From an optimization exercise on the open Yosys and OpenROAD flow, aimed at small area; shortcuts taken in it are not production practice. For this run, only the layout was checked, not whether the RTL still works. Power figures rest on the tool's default switching activity, not on a simulated workload.

===== flow/design.v =====
module testpattern
(
    input              I_pxl_clk   , 
    input              I_rst_n     , 
    input      [2:0]   I_mode      , 
    input      [15:0]  I_sqr_width ,
    input      [7:0]   I_single_r  ,
    input      [7:0]   I_single_g  ,
    input      [7:0]   I_single_b  ,
    input      [15:0]  I_h_total   , 
    input      [15:0]  I_h_sync    , 
    input      [15:0]  I_h_bporch  , 
    input      [15:0]  I_h_res     , 
    input      [15:0]  I_v_total   , 
    input      [15:0]  I_v_sync    , 
    input      [15:0]  I_v_bporch  , 
    input      [15:0]  I_v_res     , 
    input              I_hs_pol    , 
    input              I_vs_pol    , 
    output             O_de        ,   
    output reg         O_hs        ,
    output reg         O_vs        ,
    output     [7:0]   O_data_r    ,    
    output     [7:0]   O_data_g    ,
    output     [7:0]   O_data_b    
); 
localparam N = 5;  
localparam    WHITE   = {8'd255 , 8'd255 , 8'd255 }; 
localparam    YELLOW  = {8'd0   , 8'd255 , 8'd255 };
localparam    CYAN    = {8'd255 , 8'd255 , 8'd0   };
localparam    GREEN   = {8'd0   , 8'd255 , 8'd0   };
localparam    MAGENTA = {8'd255 , 8'd0   , 8'd255 };
localparam    RED     = {8'd0   , 8'd0   , 8'd255 };
localparam    BLUE    = {8'd255 , 8'd0   , 8'd0   };
localparam    BLACK   = {8'd0   , 8'd0   , 8'd0   };
reg  [15:0]   V_cnt     ;
reg  [15:0]   H_cnt     ;
wire          Pout_de_w    ;                          
wire          Pout_hs_w    ;
wire          Pout_vs_w    ;
reg  [N-1:0]  Pout_de_dn   ;                          
reg  [N-1:0]  Pout_hs_dn   ;
reg  [N-1:0]  Pout_vs_dn   ;
wire          De_pos;
wire          De_neg;
wire          Vs_pos;
reg  [15:0]   De_vcnt     ;
reg  [15:0]   De_hcnt     ;
reg  [15:0]   De_hcnt_d1  ;
reg  [15:0]   De_hcnt_d2  ;
reg  [15:0]   De_cyc_vcnt ;
reg  [15:0]   De_cyc_hcnt ;
reg  [15:0]   Color_trig_num; 
reg           Color_trig    ;
reg  [3:0]    Color_cnt     ;
reg  [23:0]   Color_bar     ;
reg           Net_h_trig;
reg           Net_v_trig;
wire [1:0]    Net_pos   ;
reg  [23:0]   Net_grid  ;
reg  [23:0]   Gray;
reg  [23:0]   Gray_d1;
reg           Sqr_h_trig ;
reg           Sqr_v_trig ;
wire [1:0]    Sqr_pos    ;
reg  [23:0]   Sqr_data   ;
reg  [23:0]   Sqr_data_d1;
wire [23:0]   Single_color;
wire [23:0]   Data_sel;
reg  [23:0]   Data_tmp;
always@(posedge I_pxl_clk or negedge I_rst_n)
begin
    if(!I_rst_n)
        V_cnt <= 16'd0;
    else     
        begin
            if((V_cnt >= (I_v_total-1'b1)) && (H_cnt >= (I_h_total-1'b1)))
                V_cnt <= 16'd0;
            else if(H_cnt >= (I_h_total-1'b1))
                V_cnt <=  V_cnt + 1'b1;
            else
                V_cnt <= V_cnt;
        end
end
always @(posedge I_pxl_clk or negedge I_rst_n)
begin
    if(!I_rst_n)
        H_cnt <=  16'd0; 
    else if(H_cnt >= (I_h_total-1'b1))
        H_cnt <=  16'd0 ; 
    else 
        H_cnt <=  H_cnt + 1'b1 ;           
end
assign  Pout_de_w = ((H_cnt>=(I_h_sync+I_h_bporch))&(H_cnt<=(I_h_sync+I_h_bporch+I_h_res-1'b1)))&
                    ((V_cnt>=(I_v_sync+I_v_bporch))&(V_cnt<=(I_v_sync+I_v_bporch+I_v_res-1'b1))) ;
assign  Pout_hs_w =  ~((H_cnt>=16'd0) & (H_cnt<=(I_h_sync-1'b1))) ;
assign  Pout_vs_w =  ~((V_cnt>=16'd0) & (V_cnt<=(I_v_sync-1'b1))) ;  
always@(posedge I_pxl_clk or negedge I_rst_n)
begin
    if(!I_rst_n)
        begin
            Pout_de_dn  <= {N{1'b0}};                          
            Pout_hs_dn  <= {N{1'b1}};
            Pout_vs_dn  <= {N{1'b1}}; 
        end
    else 
        begin
            Pout_de_dn  <= {Pout_de_dn[N-2:0],Pout_de_w};                          
            Pout_hs_dn  <= {Pout_hs_dn[N-2:0],Pout_hs_w};
            Pout_vs_dn  <= {Pout_vs_dn[N-2:0],Pout_vs_w}; 
        end
end
assign O_de = Pout_de_dn[4]; 
always@(posedge I_pxl_clk or negedge I_rst_n)
begin
    if(!I_rst_n)
        begin                        
            O_hs  <= 1'b1;
            O_vs  <= 1'b1; 
        end
    else 
        begin                         
            O_hs  <= I_hs_pol ? ~Pout_hs_dn[3] : Pout_hs_dn[3] ;
            O_vs  <= I_vs_pol ? ~Pout_vs_dn[3] : Pout_vs_dn[3] ;
        end
end
assign De_pos    = !Pout_de_dn[1] & Pout_de_dn[0];  
assign De_neg    = Pout_de_dn[1] && !Pout_de_dn[0]; 
assign Vs_pos    = !Pout_vs_dn[1] && Pout_vs_dn[0]; 
always @(posedge I_pxl_clk or negedge I_rst_n)
begin
    if(!I_rst_n)
        De_hcnt <= 16'd0;
    else if (De_pos == 1'b1)
        De_hcnt <= 16'd0;
    else if (Pout_de_dn[1] == 1'b1)
        De_hcnt <= De_hcnt + 1'b1;
    else
        De_hcnt <= De_hcnt;
end
always @(posedge I_pxl_clk or negedge I_rst_n)
begin
    if(!I_rst_n) 
        De_vcnt <= 16'd0;
    else if (Vs_pos == 1'b1)
        De_vcnt <= 16'd0;
    else if (De_neg == 1'b1)
        De_vcnt <= De_vcnt + 1'b1;
    else
        De_vcnt <= De_vcnt;
end
always @(posedge I_pxl_clk or negedge I_rst_n)
begin
    if(!I_rst_n)
        De_cyc_hcnt <= 16'd0;
    else if (De_pos == 1'b1)
        De_cyc_hcnt <= 16'd0;
    else if (Pout_de_dn[1] == 1'b1)
        begin
            if(De_cyc_hcnt==(I_sqr_width-1'b1))
                De_cyc_hcnt <= 16'd0;
            else
                De_cyc_hcnt <= De_cyc_hcnt + 1'b1;
        end
    else
        De_cyc_hcnt <= De_cyc_hcnt;
end
always @(posedge I_pxl_clk or negedge I_rst_n)
begin
    if(!I_rst_n) 
        De_cyc_vcnt <= 16'd0;
    else if (Vs_pos == 1'b1)
        De_cyc_vcnt <= 16'd0;
    else if (De_neg == 1'b1)
        begin
            if(De_cyc_vcnt==(I_sqr_width-1'b1))
                De_cyc_vcnt <= 16'd0;
            else
                De_cyc_vcnt <= De_cyc_vcnt + 1'b1;
        end
    else
        De_cyc_vcnt <= De_cyc_vcnt;
end
always @(posedge I_pxl_clk or negedge I_rst_n)
begin
    if(!I_rst_n)
        Color_trig_num <= 16'd0;
    else if (Pout_de_dn[1] == 1'b0)
        Color_trig_num <= I_h_res[15:3];  
    else if ((Color_trig == 1'b1) && (Pout_de_dn[1] == 1'b1))
        Color_trig_num <= Color_trig_num + I_h_res[15:3];
    else
        Color_trig_num <= Color_trig_num;
end
always @(posedge I_pxl_clk or negedge I_rst_n)
begin
    if(!I_rst_n)
        Color_trig <= 1'b0;
    else if (De_hcnt == (Color_trig_num-1'b1)) 
        Color_trig <= 1'b1;
    else
        Color_trig <= 1'b0;
end
always @(posedge I_pxl_clk or negedge I_rst_n)
begin
    if(!I_rst_n)
        Color_cnt <= 3'd0;
    else if (Pout_de_dn[1] == 1'b0)
        Color_cnt <= 3'd0;
    else if ((Color_trig == 1'b1) && (Pout_de_dn[1] == 1'b1))
        Color_cnt <= Color_cnt + 1'b1;
    else
        Color_cnt <= Color_cnt;
end
always @(posedge I_pxl_clk or negedge I_rst_n)
begin
    if(!I_rst_n)
        Color_bar <= 24'd0;
    else if(Pout_de_dn[2] == 1'b1)
        case(Color_cnt)
            3'd0    :    Color_bar    <=    WHITE  ;
            3'd1    :    Color_bar    <=    YELLOW ;
            3'd2    :    Color_bar    <=    CYAN   ;
            3'd3    :    Color_bar    <=    GREEN  ;
            3'd4    :    Color_bar    <=    MAGENTA;
            3'd5    :    Color_bar    <=    RED    ;
            3'd6    :    Color_bar    <=    BLUE   ;
            3'd7    :    Color_bar    <=    BLACK  ;
            default :    Color_bar    <=    BLACK  ;
        endcase
    else
        Color_bar    <=    BLACK  ;
end
always @(posedge I_pxl_clk or negedge I_rst_n)
begin
    if(!I_rst_n)
        Net_h_trig <= 1'b0;
    else if (((De_hcnt[4:0] == 5'd0) || (De_hcnt == (I_h_res-1'b1))) && (Pout_de_dn[1] == 1'b1))
        Net_h_trig <= 1'b1;
    else
        Net_h_trig <= 1'b0;
end
always @(posedge I_pxl_clk or negedge I_rst_n)
begin
    if(!I_rst_n)
        Net_v_trig <= 1'b0;
    else if (((De_vcnt[4:0] == 5'd0) || (De_vcnt == (I_v_res-1'b1))) && (Pout_de_dn[1] == 1'b1))
        Net_v_trig <= 1'b1;
    else
        Net_v_trig <= 1'b0;
end
assign Net_pos = {Net_v_trig,Net_h_trig};
always @(posedge I_pxl_clk or negedge I_rst_n)
begin
    if(!I_rst_n)
        Net_grid <= 24'd0;
    else if(Pout_de_dn[2] == 1'b1)
        case(Net_pos)
            2'b00    :    Net_grid    <=    BLACK  ;
            2'b01    :    Net_grid    <=    RED    ;
            2'b10    :    Net_grid    <=    RED    ;
            2'b11    :    Net_grid    <=    RED    ;
            default  :    Net_grid    <=    BLACK  ;
        endcase
    else
        Net_grid    <=    BLACK  ;
end
always @(posedge I_pxl_clk or negedge I_rst_n)
begin
    if(!I_rst_n)
        Gray <= 24'd0;
    else
        Gray <= {De_hcnt[7:0],De_hcnt[7:0],De_hcnt[7:0]};
end
always @(posedge I_pxl_clk or negedge I_rst_n)
begin
    if(!I_rst_n)
        Gray_d1 <= 24'd0;
    else
        Gray_d1 <= Gray;
end
always @(posedge I_pxl_clk or negedge I_rst_n)
begin
    if(!I_rst_n)
        Sqr_h_trig <= 1'b0;
    else if(De_pos == 1'b1)
        Sqr_h_trig <= 1'b0;
    else if ((De_cyc_hcnt==(I_sqr_width-1'b1)) && (Pout_de_dn[1] == 1'b1))
        Sqr_h_trig <= ~Sqr_h_trig;
    else
        Sqr_h_trig <= Sqr_h_trig;
end
always @(posedge I_pxl_clk or negedge I_rst_n)
begin
    if(!I_rst_n)
        Sqr_v_trig <= 1'b0;
    else if (Vs_pos == 1'b1)
        Sqr_v_trig <= 1'b0;
    else if ((De_cyc_vcnt==(I_sqr_width-1'b1)) && De_neg == 1'b1)
        Sqr_v_trig <= ~Sqr_v_trig;
    else
        Sqr_v_trig <= Sqr_v_trig;
end
assign Sqr_pos = {Sqr_v_trig,Sqr_h_trig};
always @(posedge I_pxl_clk or negedge I_rst_n)
begin
    if(!I_rst_n)
        Sqr_data <= 24'd0;
    else if(Pout_de_dn[1] == 1'b1)
        case(Sqr_pos)
            2'b00    :    Sqr_data    <=    WHITE  ;
            2'b01    :    Sqr_data    <=    BLACK  ;
            2'b10    :    Sqr_data    <=    BLACK  ;
            2'b11    :    Sqr_data    <=    WHITE  ;
            default  :    Sqr_data    <=    BLACK  ;
        endcase
    else
        Sqr_data    <=    BLACK  ;
end
always @(posedge I_pxl_clk or negedge I_rst_n)
begin
    if(!I_rst_n)
        Sqr_data_d1 <= 24'd0;
    else
        Sqr_data_d1 <= Sqr_data;
end
assign Single_color = {I_single_b,I_single_g,I_single_r};
assign Data_sel = (I_mode[2:0] == 3'b000) ? Color_bar           : 
                  (I_mode[2:0] == 3'b001) ? Net_grid            : 
                  (I_mode[2:0] == 3'b010) ? Gray_d1             : 
                  (I_mode[2:0] == 3'b011) ? Sqr_data_d1         : 
                  (I_mode[2:0] == 3'b111) ? Single_color        : BLUE;
always @(posedge I_pxl_clk or negedge I_rst_n)
begin
    if(!I_rst_n) 
        Data_tmp <= 24'd0;
    else
        Data_tmp <= Data_sel;
end
assign O_data_r = Data_tmp[ 7: 0];
assign O_data_g = Data_tmp[15: 8];
assign O_data_b = Data_tmp[23:16];
endmodule       

===== flow/run.sh =====
#!/bin/bash
# synth_recipe.tcl (not shown) runs the flow's synth.tcl, then flattens the netlist and writes it again
# the make line also repeats each setting of config.mk as NAME=value (left out here)
make -C /OpenROAD-flow-scripts/flow DESIGN_CONFIG=/design/flow/config.mk WORK_HOME=/design/flow/orfs CLKGATE_MAP_FILE= SYNTH_SCRIPT=/design/flow/synth_recipe.tcl finish

===== flow/config.mk =====
export PLATFORM = sky130hd
export DESIGN_NAME = testpattern
export DESIGN_NICKNAME = testpattern
export VERILOG_FILES = /design/flow/design.v
export SDC_FILE = /design/flow/constraint.sdc
export NUM_CORES = 4
export LEC_CHECK = 0
export CAP_MARGIN = 20
export CORE_MARGIN = 2
export CORE_UTILIZATION = 40
export SLEW_MARGIN = 20

===== flow/constraint.sdc =====
create_clock -name core_clock -period 10.0 [get_ports {I_pxl_clk}]
set_input_delay 2.0000 -clock core_clock [delete_from_list [all_inputs] [get_ports {I_pxl_clk}]]
set_output_delay 2.0000 -clock core_clock [all_outputs]
set_load 0.01 [all_outputs]

==> flow_metrics.tcl <==
set metrics [dict create \
    status "complete, no violations" \
    drt_iter0_markers 733 \
    cp-end-kind "flip-flop" \
    hold_buffers 0 \
    seq_area_frac_synth_pct 26.3 \
    required_ps 10390 \
    firstDrtPassIters 5 \
    tightest_slew_ps 966 \
    syn_avg_cell_area_um2 8.57 \
    post_cts_buffers 0 \
    synth_adder_area_share_pct 17.1 \
    reg2reg_from "Color_trig_num[3]$_DFFE_PN0P_" \
    grt_max_degree 124 \
    overflow 0 \
    synth_top_area_share_pct 24.8 \
    dp_hpwl_mm 36.4 \
    cts_root_buffer "clkbuf_16" \
    period_needed_ps 7780 \
    ios 202 \
    cts_sinks 182 \
    cts_tree "done" \
    dieArea_mm2 0.0450 \
    synth_area_mm2 0.0173 \
    path_clk_slew_ps 90 \
    clock_latency_ps 460 \
    synth.most_common_cell "ha_1" \
    slew-limit-headroom_pct 35.0 \
    cts_max_level 4 \
    synth_top_area_cell "dfrtp_1" \
    whs_path_depth 0 \
    die_w_um 212 \
    synthMuxAreaShare_pct 1.05 \
    rr_endpoint "Color_trig$_DFF_PN0_" \
    worstRegToRegCells 9 \
    crit_fanout 5 \
    core_mm2 0.0430 \
    synthXorXnorAreaFrac_pct 14.3 \
    synth_top_family_by_area "simple AND/OR/NAND/NOR gates" \
    drt_wl_total_mm 45.5 \
    drv_cap 0 \
    period_share_pct 77.8 \
    synth_seq_cells 182 \
    diodes 0 \
    fp.dieH_um 212 \
    slew_violations 0 \
    fmax_mhz 129 \
    nets 2598 \
    ys.warnings.count 1 \
    synth_simple_gate_area_share_pct 21.3 \
    netlist-cell-type-count 73 \
    first_global_vias 14796 \
    finalSetupViolations 0 \
    rsz0062_at_grt "no" \
    synth_fp_nets 2430 \
    ys.flop_type "dfrtp_1" \
    numCtsBuffers 17 \
    ctsLongestPathBuffers 2 \
    synth_edf_count 0 \
    powerDensity_mw_per_mm2 136 \
    start_util_pct 40.4 \
    vias_per_cell 5.42 \
    cp-start-kind "input pin" \
    finClkSkew_ps 15.4 \
    ys_top_cells_by_area "dfrtp_1 25%, ha_1 16%, xnor2_1 7.8%" \
    p_leak_uw 0.00926 \
    synthArstFlopShare_pct 100 \
    ir_drop_mv 0.0929 \
    synth_compound_area_share_pct 16.0 \
    grt_pass1_wl_mm 74.3 \
    dp.cells 2757 \
    hold-path-endpoint "Pout_hs_dn[3]$_DFF_PN1_" \
    startpoint "I_h_sync[0]" \
    netlist_instances 2024 \
    min_from "Pout_hs_dn[2]$_DFF_PN1_" \
    ant_nets 0 \
    place.gp.congestion 0.911 \
    setup_tns_ps 0 \
    grt.total_usage_pct 20.4 \
    drc 0 \
    cts-resized-gates 0 \
    antenna_found_initial 0 \
    r2r_slack_ps 6690 \
    path_class "input pin to flip-flop" \
    vias 15126 \
    area_growth_pct 18.7 \
    hold_class "flip-flop to flip-flop" \
    drive_gt1_share_pct 3.67 \
    hold_viol 0 \
    port_buffers 201 \
    worstPathArrival_ps 8170 \
    synthTopCellsByCount "226 x ha_1, 172 x dfrtp_1, 168 x nor2_1, 154 x xnor2_1, 125 x o21ai_0" \
    row_count 76 \
    wl_per_cell_um 16.3 \
    post_layout_nonfiller_instances 2790 \
]
[per-stage QoR]
step                hold slack, ps  worst slack [ps]  cell area, um2  power, uW  util [%]
global placement               334              1950           19900       2030      46.3
detailed placement             339              1780           19900       2060      46.3
floorplan                      331              2930           17300       1690         -
CTS                            358              2250           20600       2820      47.8
global route                   365              1720           20600       3020      47.9
finish                         357              2220           20600       2790      47.9
[layout make-up]
class / instances / area, um2
tap: 585 / 732
timing repair buffer: 207 / 2080
fill: 4186 / 22400
clock buffer: 17 / 425
inverter: 118 / 443
clock inverter: 15 / 228
sequential: 182 / 4570
multi-input combinational: 1666 / 12100
[cells in the final DEF (no fill, tap or decap), types with 10 or more instances in the layout]
cell type,n
and3_1,43
xor2_1,107
or4_1,15
nor3_1,67
nor3b_1,30
nor2b_1,29
o21a_1,25
nand4_1,32
ha_1,226
or2_2,18
clkbuf_16,17
nand2b_1,22
nand3_1,70
mux2i_1,17
o211ai_1,12
clkdlybuf4s50_1,200
inv_1,118
dfstp_2,10
and2_1,11
a21o_1,68
o22ai_1,10
dfrtp_1,171
nor2_1,168
nor4_1,34
o21ai_0,125
or3_1,29
a31oi_1,12
xnor2_1,154
nand2_1,102
a211oi_1,11
a21oi_1,106
[state kept, by name, summed over array words and instances (netlist names), 3 cells and up]
signal	flops
Color_bar	3
Color_cnt	4
Color_trig_num	16
Data_tmp	24
De_cyc_hcnt	16
De_cyc_vcnt	16
De_hcnt	16
De_vcnt	16
Gray	8
Gray_d1	8
H_cnt	16
Pout_de_dn	5
Pout_hs_dn	4
Pout_vs_dn	4
V_cnt	16
[per-layer routing]
layer / wire length [um] / track usage (%)
met1: 21400 / 26.8
met2: 21400 / 34.7
met3: 1450 / 2.56
met4: 1220 / 6.75
met5: 0 / 0
[kinds of logic after synthesis]
| logic type | Yosys count |
|---|---|
| AND/OR/NAND/NOR | 703 |
| AO/OA/AOI/OAI | 440 |
| XOR/XNOR | 270 |
| adder cells (fa/ha/maj) | 235 |
| flip-flops | 182 |
| buffers and inverters | 176 |
| multiplexers | 18 |
[critical path: stages]
cell,delay [ps]
clkdlybuf4s50_1,480
ha_1,270
fa_1,410
a21oi_1,200
o211ai_1,170
o41a_1,380
a311oi_1,480
o21bai_1,110
a21o_1,210
xnor2_1,170
ha_1,290
inv_1,40
ha_1,230
nor3_1,190
nand3_1,120
a31o_2,260
a21oi_1,170
xnor3_1,240
xor2_1,150
ha_1,300
nand2_1,70
nor4_1,340
o22ai_1,110
nor3_1,150
o211ai_1,120
a221oi_1,240
o211ai_1,130
a21oi_1,120
[report_power, final]
group / internal [uW] / leakage [uW] / switching (uW)
clock: 356 / 0.000314 / 393
combinational: 558 / 0.00656 / 631
sequential: 777 / 0.00239 / 77.7
total: 1690 / 0.00926 / 1100
[worst max-delay path by stage]
stage	to	slack (ps)	cells after the start
after floorplan	Pout_de_dn[0]$_DFF_PN0_	2930	27
after global placement	Pout_de_dn[0]$_DFF_PN0_	1950	28
after detailed placement	Pout_de_dn[0]$_DFF_PN0_	1780	28
after CTS	Pout_de_dn[0]$_DFF_PN0_	2250	28
after global routing	Pout_de_dn[0]$_DFF_PN0_	1720	25
final	Pout_de_dn[0]$_DFF_PN0_	2220	28

==> port drivers added, routing unchanged <==
How much do the figures lean on ideal ports? The routed layout below was timed once more, with nothing changed but the port constraints. Step 1 sets driving cells, clkbuf_16 on the clock port and buf_2 on the other inputs (assumed; they add their load-dependent delay and slew). Step 2, shift: input delay + t, output delay - t, t = (earliest + latest rising clock arrival at the registers) / 2. This alone moves slack from input paths to output paths. Three values: no drivers, after step 1, after step 2; two values: the first two.
t, ns: 0.506
slack for setup (ns): 2.224 / 2.252 / 1.746
clock arrival spread, ns: 0.019 / 0.018
After both steps setup and hold are still met in this run. The setup slack of this run moves by +0.028 ns with the drivers and by -0.478 ns with both steps.
